Source: an optimization exercise on an open RTL-to-GDS flow (aim: small area). Production flows keep margins and buffers that such runs may drop.
Where RTL was checked, it was by simulation tests only, not by an equivalence proof against the original.
Power figures rest on the tool's default switching activity, not on a simulated workload.

Setup of v6:
// sap1_top
module sap1_top (
    input  wire        clk,
    input  wire        btnC,
    input  wire        btnR,
    input  wire        btnL,
    input  wire [15:0] sw,
    output wire        sclk,
    output wire        mosi,
    output wire        cs_n,
    output wire [6:0]  seg,
    output wire [3:0]  an,
    output wire [15:0] led
);
For scale: roughly 190 flip-flops, ~0.0080 mm^2 of cells after synthesis.
export LEC_CHECK = 0
export CAP_MARGIN = 20
export CORE_MARGIN = 2
export CORE_UTILIZATION = 75
export CTS_BUF_LIST = sky130_fd_sc_hd__clkbuf_8
export CTS_CLUSTER_DIAMETER = 60
export CTS_CLUSTER_SIZE = 12
export PLACE_DENSITY = 0.85
export SLEW_MARGIN = 20
create_clock -name core_clock -period 15.0 [get_ports {clk}]
standard.sh (not shown) runs the stock make flow with config.mk's settings and CLKGATE_MAP_FILE= SYNTH_SCRIPT=/design/flow/synth_recipe.tcl, a recipe that flattens the netlist after the stock synthesis.
==> flow/flow/run.sh <==
#!/bin/bash
# Standard layout with these changes: synthesis maps the logic with an
# area-oriented abc script (flow/area.abc) and without the adder-cell step
# (registers are untouched), the ports are buffered with the smallest
# buffer, and the clock tree is built from mid-size buffers without dummy
# loads.
set -euo pipefail
export MY_ABC_SCRIPT="$PWD/flow/area.abc"
bash standard.sh SYNTH_SCRIPT="$PWD/flow/synth.tcl" ADDER_MAP_FILE= \
  BUFFER_PORTS_ARGS="-buffer_cell sky130_fd_sc_hd__buf_1" \
  CTS_ARGS="-sink_clustering_enable -repair_clock_nets -buf_list sky130_fd_sc_hd__clkbuf_8 -sink_clustering_size 12 -sink_clustering_max_diameter 60 -dont_use_dummy_load" \
  finish > make_flow.log 2>&1
==> flow/flow/area.abc <==
&get -n
&st
&syn3
&dch -f
&put
amap
topo
dnsize -c
==> flow/flow/synth.tcl <==
proc synth {args} { yosys synth -nofsm -noshare {*}$args }
proc abc {args} {
  if {[info exists ::env(MY_ABC_SCRIPT)]} {
    set i [lsearch -exact $args -script]
    if {$i >= 0} { lset args [expr {$i + 1}] $::env(MY_ABC_SCRIPT) }
  }
  yosys abc {*}$args
}
source $::env(SCRIPTS_DIR)/synth.tcl
# left out here: clear keep_hierarchy, flatten, clean up, hide names made inside functions, write 1_2_yosys.v
#### Input delta (v7 over v6)
# v6
export LEC_CHECK = 0
export CAP_MARGIN = 20
export CORE_MARGIN = 2
export CORE_UTILIZATION = 75
export CTS_BUF_LIST = sky130_fd_sc_hd__clkbuf_8
export CTS_CLUSTER_DIAMETER = 60
export CTS_CLUSTER_SIZE = 12
export PLACE_DENSITY = 0.85
export SLEW_MARGIN = 20
create_clock -name core_clock -period 15.0 [get_ports {clk}]
# v7
export LEC_CHECK = 0
export CAP_MARGIN = 20
export CORE_MARGIN = 2
export CORE_UTILIZATION = 65
export CTS_BUF_LIST = sky130_fd_sc_hd__clkbuf_8
export CTS_CLUSTER_DIAMETER = 60
export CTS_CLUSTER_SIZE = 12
export GPL_ROUTABILITY_DRIVEN = 0
export GPL_TIMING_DRIVEN = 0
export PLACE_DENSITY = 0.75
export SLEW_MARGIN = 20
create_clock -name core_clock -period 15.0 [get_ports {clk}]
==> comparison <==
Sort v6 and v7 by via total after detailed routing, descending, and v6 comes first. On combinational power share, v6 and v7 are basically level. Comparing the two runs side by side, v7 comes out behind v6 on maximum achievable frequency. When the final numbers for v6 and v7 were put side by side, the post-route minimum period turned out to be greater in v7. The number of detailed-route iterations in the first pass of v7 is lower than that of v6. Of v6 and v7, v7 shows the lower register-to-register slack, with v6 above it. Going from v6 to v7, placed wire-length estimate grew by a few percent. Comparing v7 with v6, the wire length came out essentially unchanged. Fraction of standard cell area in multi-input logic is lower on v7. Clock share of power in v7 is 0.2 points below v6. On post-synthesis to final-layout area growth: between v6 and v7, it ends up higher for v7.

JK:
sap1_top, a different RTL version from the one above (not shown whole).
For scale: roughly 950 cells after synthesis, roughly 190 flip-flops, roughly 50 I/O pins.
Settings: LEC_CHECK=0, CAP_MARGIN=20, CORE_MARGIN=2, CORE_UTILIZATION=40, CTS_BUF_LIST=sky130_fd_sc_hd__clkbuf_8, CTS_CLUSTER_DIAMETER=60, CTS_CLUSTER_SIZE=12, SLEW_MARGIN=20; clock period 15.0 ns.
==> flow/flow/area.abc <==
&get -n
&st
&syn3
&dch -f
&put
amap
strash
&get -n
&st
&syn3
&dch -f
&put
amap
topo
dnsize -c
Scripts as last shown in full above: flow/flow/run.sh, flow/flow/synth.tcl
For MS, these inputs were changed with respect to JK:
==> flow/flow/area.abc <==
&get -n
&st
&syn3
&dch -f
&put
amap
topo
dnsize -c
--- a/flow/config.mk
+++ b/flow/config.mk
@@ -8,7 +8,8 @@
 export CAP_MARGIN = 20
 export CORE_MARGIN = 2
-export CORE_UTILIZATION = 40
+export CORE_UTILIZATION = 65
 export CTS_BUF_LIST = sky130_fd_sc_hd__clkbuf_8
 export CTS_CLUSTER_DIAMETER = 60
 export CTS_CLUSTER_SIZE = 12
+export PLACE_DENSITY = 0.75
 export SLEW_MARGIN = 20
==> comparison <==
Delta (MS minus JK): internal portion of total power essentially unchanged, post-layout worst setup margin decreased 100 ps, total power decreased about 1%, share of cell area taken by multi-input logic gates increased 0.65 points. The wire length of the first global-routing pass in MS was lower than what JK gave. Compare MS and JK | per-instance average area after synthesis lower: JK. Against JK, final area in MS came out better.
Modified inputs, AL compared to MS
--- a/flow/config.mk
+++ b/flow/config.mk
@@ -8,8 +8,7 @@
 export CAP_MARGIN = 20
 export CORE_MARGIN = 2
-export CORE_UTILIZATION = 65
+export CORE_UTILIZATION = 40
 export CTS_BUF_LIST = sky130_fd_sc_hd__clkbuf_8
 export CTS_CLUSTER_DIAMETER = 60
 export CTS_CLUSTER_SIZE = 12
-export PLACE_DENSITY = 0.75
 export SLEW_MARGIN = 20
Findings:
Share of the core filled with cells in the final layout is lower on AL
Measured against AL, the die outline height of MS comes out at 0.79 times the reference value.
Between MS and AL, count of plain and timing-repair buffers is lower for MS, AL comes in above that.
| wire length of the first global-routing pass | AL vs MS | 5.6% higher |
Multi-input logic portion of the cell area | AL below MS
Of the two candidates, MS has the worse worst setup slack and AL the better one.
Number of violations of the max-capacitance limit: MS vs AL identical
[diff] register-to-register slack, AL relative to MS: improvement
[compare] base=MS new=AL: clock skew fell 5.6 ps; die span in x higher; final count of hold timing violations closely matched the old numbers.
Edits applied to the flow inputs when going from AL to TR:
--- a/flow/flow/run.sh
+++ b/flow/flow/run.sh
@@ -9,4 +9,4 @@
 bash standard.sh SYNTH_SCRIPT="$PWD/flow/synth.tcl" ADDER_MAP_FILE= \
   BUFFER_PORTS_ARGS="-buffer_cell sky130_fd_sc_hd__buf_1" \
-  CTS_ARGS="-sink_clustering_enable -repair_clock_nets -buf_list sky130_fd_sc_hd__clkbuf_8 -sink_clustering_size 12 -sink_clustering_max_diameter 60 -dont_use_dummy_load" \
+  CTS_ARGS="-sink_clustering_enable -repair_clock_nets -buf_list \"sky130_fd_sc_hd__clkbuf_4 sky130_fd_sc_hd__clkbuf_8\" -dont_use_dummy_load" \
   finish > make_flow.log 2>&1
--- outcome ---
- As far as placement-stage cell area goes, AL and TR are indistinguishable; the numbers are identical.
- Comparing TR against AL, there is no change at all in sum of net half-perimeters after detailed placement.
- Changes observed in TR relative to AL: number of primary I/O pins essentially unchanged; effective utilization at floorplan roughly the same.
- TR did not finish; a tool error ended it in 4_1_cts.
For PW, these inputs were changed with respect to TR:
--- a/flow/flow/run.sh
+++ b/flow/flow/run.sh
@@ -9,4 +9,4 @@
 bash standard.sh SYNTH_SCRIPT="$PWD/flow/synth.tcl" ADDER_MAP_FILE= \
   BUFFER_PORTS_ARGS="-buffer_cell sky130_fd_sc_hd__buf_1" \
-  CTS_ARGS="-sink_clustering_enable -repair_clock_nets -buf_list \"sky130_fd_sc_hd__clkbuf_4 sky130_fd_sc_hd__clkbuf_8\" -dont_use_dummy_load" \
+  CTS_ARGS="-sink_clustering_enable -repair_clock_nets -buf_list sky130_fd_sc_hd__clkbuf_8 -sink_clustering_size 16 -sink_clustering_max_diameter 60 -dont_use_dummy_load" \
   finish > make_flow.log 2>&1
Looking at PW and TR, the synthesized cell count is a wash.
Setup slack after placement: PW vs TR identical
Number of different library cells in the post-synthesis netlist came out exactly the same in PW and TR.
PW reached the end of the flow, and the finished layout is clean on the timing, DRC and antenna checks.
Diff TR -> PW: sequential share of the synthesized area comparable; die extent in y saw little to no change; synthesized cell area closely matched the old numbers; fraction of registers with async set/reset comparable.

Another version of the RTL of sap1_top (not shown whole).
For scale: roughly 1200 cells after synthesis, ~50 I/O pins, roughly 11000 sq um of cells after synthesis.
make LEC_CHECK=0 ABC_AREA=1 CAP_MARGIN=20 CORE_MARGIN=2 CORE_UTILIZATION=40 CTS_BUF_LIST=sky130_fd_sc_hd__clkbuf_8 CTS_CLUSTER_DIAMETER=60 CTS_CLUSTER_SIZE=12 SLEW_MARGIN=20 finish   # period 15.0 ns
run.sh (not shown) runs the stock make flow with config.mk's settings and CLKGATE_MAP_FILE= SYNTH_SCRIPT=/design/flow/synth_recipe.tcl, a recipe that flattens the netlist after the stock synthesis.
Stock flow here: none of the scripts above is used.
The baseline went through all stages and came out clean.
==> next run, changes <==
- ABC_AREA: 1 -> 0
Outcome: The new run completed without violations. Synthesized area came out lower slightly. Non-clock buffer count stays the same. Design area decreases slightly. Routed wire length falls by a few percent. Setup slack loses 0.20 ns. Clock-buffer cell count grows by 1. Total power went up by a few percent. Die area came out lower slightly. Clock skew barely changes. Sequential share of layout area climbs by 0.22 points.
No run of this note included a check of the RTL's function; only the layout flow was run.

== job 2786 ==
Another version of the RTL of sap1_top (not shown whole).
Size in the first run: roughly 1700 cells after synthesis, about 50 I/O pins, about 13000 sq um of cells after synthesis.
clock: 15.0 ns
lec_check: 0
abc_area: 1
cap_margin: 20
core_margin: 2
core_utilization: 40
cts_buf_list: sky130_fd_sc_hd__clkbuf_4
slew_margin: 20
Job 2786 finished end to end and its layout was clean on timing, DRC and antenna.
--- input diff job 2786..job 1726 ---
==> flow/config.mk <==
export PLATFORM = sky130hd
export DESIGN_NAME = sap1_top
export DESIGN_NICKNAME = sap1_top
export VERILOG_FILES = /design/flow/design.v
export SDC_FILE = /design/flow/constraint.sdc
export NUM_CORES = 4
export LEC_CHECK = 0
export CAP_MARGIN = 20
export CORE_MARGIN = 2
export CORE_UTILIZATION = 40
export SLEW_MARGIN = 20
==> comparison <==
- | final cell area excluding filler cells | lower: job 2786 |
- Number of buffer and inverter instances along the worst setup path on job 1726 is up relative to job 2786.
- Between job 1726 and job 2786, it is job 1726 whose proportion of power drawn by the clock network is higher, by 5.0 points.
- Number of non-clock buffers in the layout in job 1726 vs job 2786: up about 4%
- Going from job 2786 to job 1726, worst setup slack shrank by 1.13 ns, combined global-route utilization of all metal layers shrank by 1.2 points, fraction of cell area in non-clock buffers held steady, total power after layout grew by about 7%.
- From job 2786 to job 1726 the numbers moved as follows: post-placement cell count moved down, hold slack moved up, routed wire length moved down.

the reference run:
sap1_top, a different RTL version from the one above (not shown whole).
Size: about 1000 cells after synthesis, roughly 230 flip-flops, roughly 50 I/O pins.
==> flow/config.mk <==
export PLATFORM = sky130hd
export DESIGN_NAME = sap1_top
export DESIGN_NICKNAME = sap1_top
export VERILOG_FILES = /design/flow/design.v
export SDC_FILE = /design/flow/constraint.sdc
export NUM_CORES = 4
export LEC_CHECK = 0
export CAP_MARGIN = 20
export CORE_MARGIN = 2
export CORE_UTILIZATION = 40
export CTS_BUF_LIST = sky130_fd_sc_hd__clkbuf_8
export CTS_CLUSTER_DIAMETER = 60
export CTS_CLUSTER_SIZE = 12
export SLEW_MARGIN = 20
==> flow/constraint.sdc <==
create_clock -name core_clock -period 15.0 [get_ports {clk}]
set_input_delay 3.0000 -clock core_clock [delete_from_list [all_inputs] [get_ports {clk}]]
set_output_delay 3.0000 -clock core_clock [all_outputs]
set_load 0.01 [all_outputs]
standard.sh (not shown) runs the stock make flow with config.mk's settings and CLKGATE_MAP_FILE= SYNTH_SCRIPT=/design/flow/synth_recipe.tcl, a recipe that flattens the netlist after the stock synthesis.
==> flow/flow/run.sh <==
#!/bin/bash
# Standard layout with three changes: synthesis maps the logic with an
# area-oriented abc script (flow/area.abc; registers are untouched), the
# ports are buffered with the smallest buffer, and the clock tree uses no
# dummy loads.
set -euo pipefail
export MY_ABC_SCRIPT="$PWD/flow/area.abc"
bash standard.sh SYNTH_SCRIPT="$PWD/flow/synth.tcl" \
  BUFFER_PORTS_ARGS="-buffer_cell sky130_fd_sc_hd__buf_1" \
  CTS_ARGS="-sink_clustering_enable -repair_clock_nets -buf_list sky130_fd_sc_hd__clkbuf_8 -sink_clustering_size 12 -sink_clustering_max_diameter 60 -dont_use_dummy_load" \
  finish > make_flow.log 2>&1
==> flow/flow/area.abc <==
&get -n
&st
&syn3
&dch -f
&put
amap
topo
dnsize -c
Scripts as last shown in full above: flow/flow/synth.tcl
Changes in the trial run relative to the reference run:
==> flow/flow/run.sh <==
#!/bin/bash
# Standard layout, with the smallest buffer on the ports.
set -euo pipefail
bash standard.sh BUFFER_PORTS_ARGS="-buffer_cell sky130_fd_sc_hd__buf_1" finish > make_flow.log 2>&1
removed: flow/flow/area.abc
removed: flow/flow/synth.tcl
Results
Delta (the trial run minus the reference run): post-synthesis share of cell area spent on full adders, half adders and majority gates shrank by 0.29 points, least setup slack across all paths after layout grew by 310 ps, wire length grew by 0.42%, part of the cycle the worst path needs shrank by 2.1 points, cell count along the critical path shrank by 3. Delta (the trial run minus the reference run): area growth from synthesis to layout went down by 2.2 points, final period demand of the worst path went down by 310 ps, met1 demand-to-capacity share in global routing went down by 2.1 points. The trial run vs the reference run — starting DRC count in detailed routing dropped by a few percent. The trial run vs. the reference run: share of the final layout cell area in multi-input gates saw an increase; synthesized cell count increased 14.

Another version of the RTL of sap1_top (not shown whole).
Size: ~950 cells after synthesis, about 190 flip-flops, roughly 8000 um^2 of cells after synthesis.
export LEC_CHECK = 0
export CAP_MARGIN = 20
export CORE_MARGIN = 2
export CORE_UTILIZATION = 65
export CTS_BUF_LIST = sky130_fd_sc_hd__clkbuf_8
export CTS_CLUSTER_DIAMETER = 60
export CTS_CLUSTER_SIZE = 12
export PLACE_DENSITY = 0.75
export SLEW_MARGIN = 20
create_clock -name core_clock -period 15.0 [get_ports {clk}]
==> flow/flow/run.sh <==
#!/bin/bash
# Standard layout with these changes: synthesis maps the logic with an
# area-oriented abc script (flow/area.abc) and without the adder-cell step
# (registers are untouched), the ports are buffered with the smallest
# buffer, and the clock tree is built from mid-size buffers without dummy
# loads.
set -euo pipefail
export MY_ABC_SCRIPT="$PWD/flow/area.abc"
bash standard.sh SYNTH_SCRIPT="$PWD/flow/synth.tcl" ADDER_MAP_FILE= \
  BUFFER_PORTS_ARGS="-buffer_cell sky130_fd_sc_hd__buf_1" \
  CTS_ARGS="-sink_clustering_enable -repair_clock_nets -buf_list sky130_fd_sc_hd__clkbuf_8 -sink_clustering_size 15 -sink_clustering_max_diameter 70 -dont_use_dummy_load" \
  finish > make_flow.log 2>&1
==> flow/flow/area.abc <==
&get -n
&st
&syn3
&dch -f
&put
amap
topo
dnsize -c
==> flow/flow/synth.tcl <==
proc synth {args} { yosys synth -nofsm -noshare {*}$args }
proc abc {args} {
  if {[info exists ::env(MY_ABC_SCRIPT)]} {
    set i [lsearch -exact $args -script]
    if {$i >= 0} { lset args [expr {$i + 1}] $::env(MY_ABC_SCRIPT) }
  }
  yosys abc {*}$args
}
source $::env(SCRIPTS_DIR)/synth.tcl
# left out here: clear keep_hierarchy, flatten, clean up, hide names made inside functions, write 1_2_yosys.v
Then changed:
--- a/flow/flow/run.sh
+++ b/flow/flow/run.sh
@@ -9,4 +9,4 @@
 bash standard.sh SYNTH_SCRIPT="$PWD/flow/synth.tcl" ADDER_MAP_FILE= \
   BUFFER_PORTS_ARGS="-buffer_cell sky130_fd_sc_hd__buf_1" \
-  CTS_ARGS="-sink_clustering_enable -repair_clock_nets -buf_list sky130_fd_sc_hd__clkbuf_8 -sink_clustering_size 15 -sink_clustering_max_diameter 70 -dont_use_dummy_load" \
+  CTS_ARGS="-sink_clustering_enable -repair_clock_nets -buf_list sky130_fd_sc_hd__clkbuf_8 -sink_clustering_size 12 -sink_clustering_max_diameter 60 -dont_use_dummy_load" \
   finish > make_flow.log 2>&1
After rerunning:
- synthesized cell count stays the same
- final area stays the same
- fmax is unchanged
- non-clock buffer count is unchanged
- synthesized area does not change
- power does not change
- routed wire length stays the same
- first-iteration DRC count is unchanged

## re-timing with driven ports
No port has a modelled driver above. Below, the same layouts with a new extraction and two added sets of constraints. Step 1 sets driving cells, clkbuf_16 on the clock port and buf_2 on the other inputs (assumed; they add their load-dependent delay and slew). Step 2 moves the port delays by t, midway between the first and last clock arrival at a register: inputs arrive t later, outputs are due t later. That takes back most of the time a late clock gives input paths. a / b / c = ideal / step 1 / step 2; a / b = the first two.
| run | t, ns | setup WS [ns] | worst hold slack (ns) |
|---|---|---|---|
| v6 | 0.485 | 8.481 / 8.445 / 8.931 | 0.375 / 0.375 / 0.375 |
| v7 | 0.486 | 8.455 / 8.416 / 8.902 | 0.373 / 0.373 / 0.373 |
| JK | 0.510 | 8.616 / 8.575 / 9.086 | 0.371 / 0.371 / 0.371 |
| MS | 0.490 | 8.514 / 8.478 / 8.968 | 0.375 / 0.375 / 0.375 |
| AL | 0.483 | 8.678 / 8.636 / 9.119 | 0.383 / 0.383 / 0.383 |
| PW | 0.483 | 8.678 / 8.636 / 9.119 | 0.383 / 0.383 / 0.383 |
| the first run of note 3 | 0.583 | 8.819 / 8.778 / 9.361 | 0.423 / 0.423 / 0.423 |
| the second run of note 3 | 0.587 | 8.623 / 8.579 / 9.167 | 0.417 / 0.417 / 0.417 |
| job 2786 | 0.666 | 8.150 / 8.111 / 8.778 | 0.412 / 0.412 / 0.412 |
| job 1726 | 0.569 | 7.025 / 7.025 / 7.025 | 0.450 / 0.450 / 0.450 |
| the reference run | 0.557 | 8.646 / 8.608 / 9.165 | 0.397 / 0.397 / 0.397 |
| the trial run | 0.583 | 8.955 / 8.916 / 9.499 | 0.438 / 0.438 / 0.438 |
| the first run of note 6 | 0.496 | 8.570 / 8.530 / 9.026 | 0.370 / 0.370 / 0.370 |
| the second run of note 6 | 0.496 | 8.570 / 8.530 / 9.026 | 0.370 / 0.370 / 0.370 |
After both steps setup and hold are still met in every run listed.
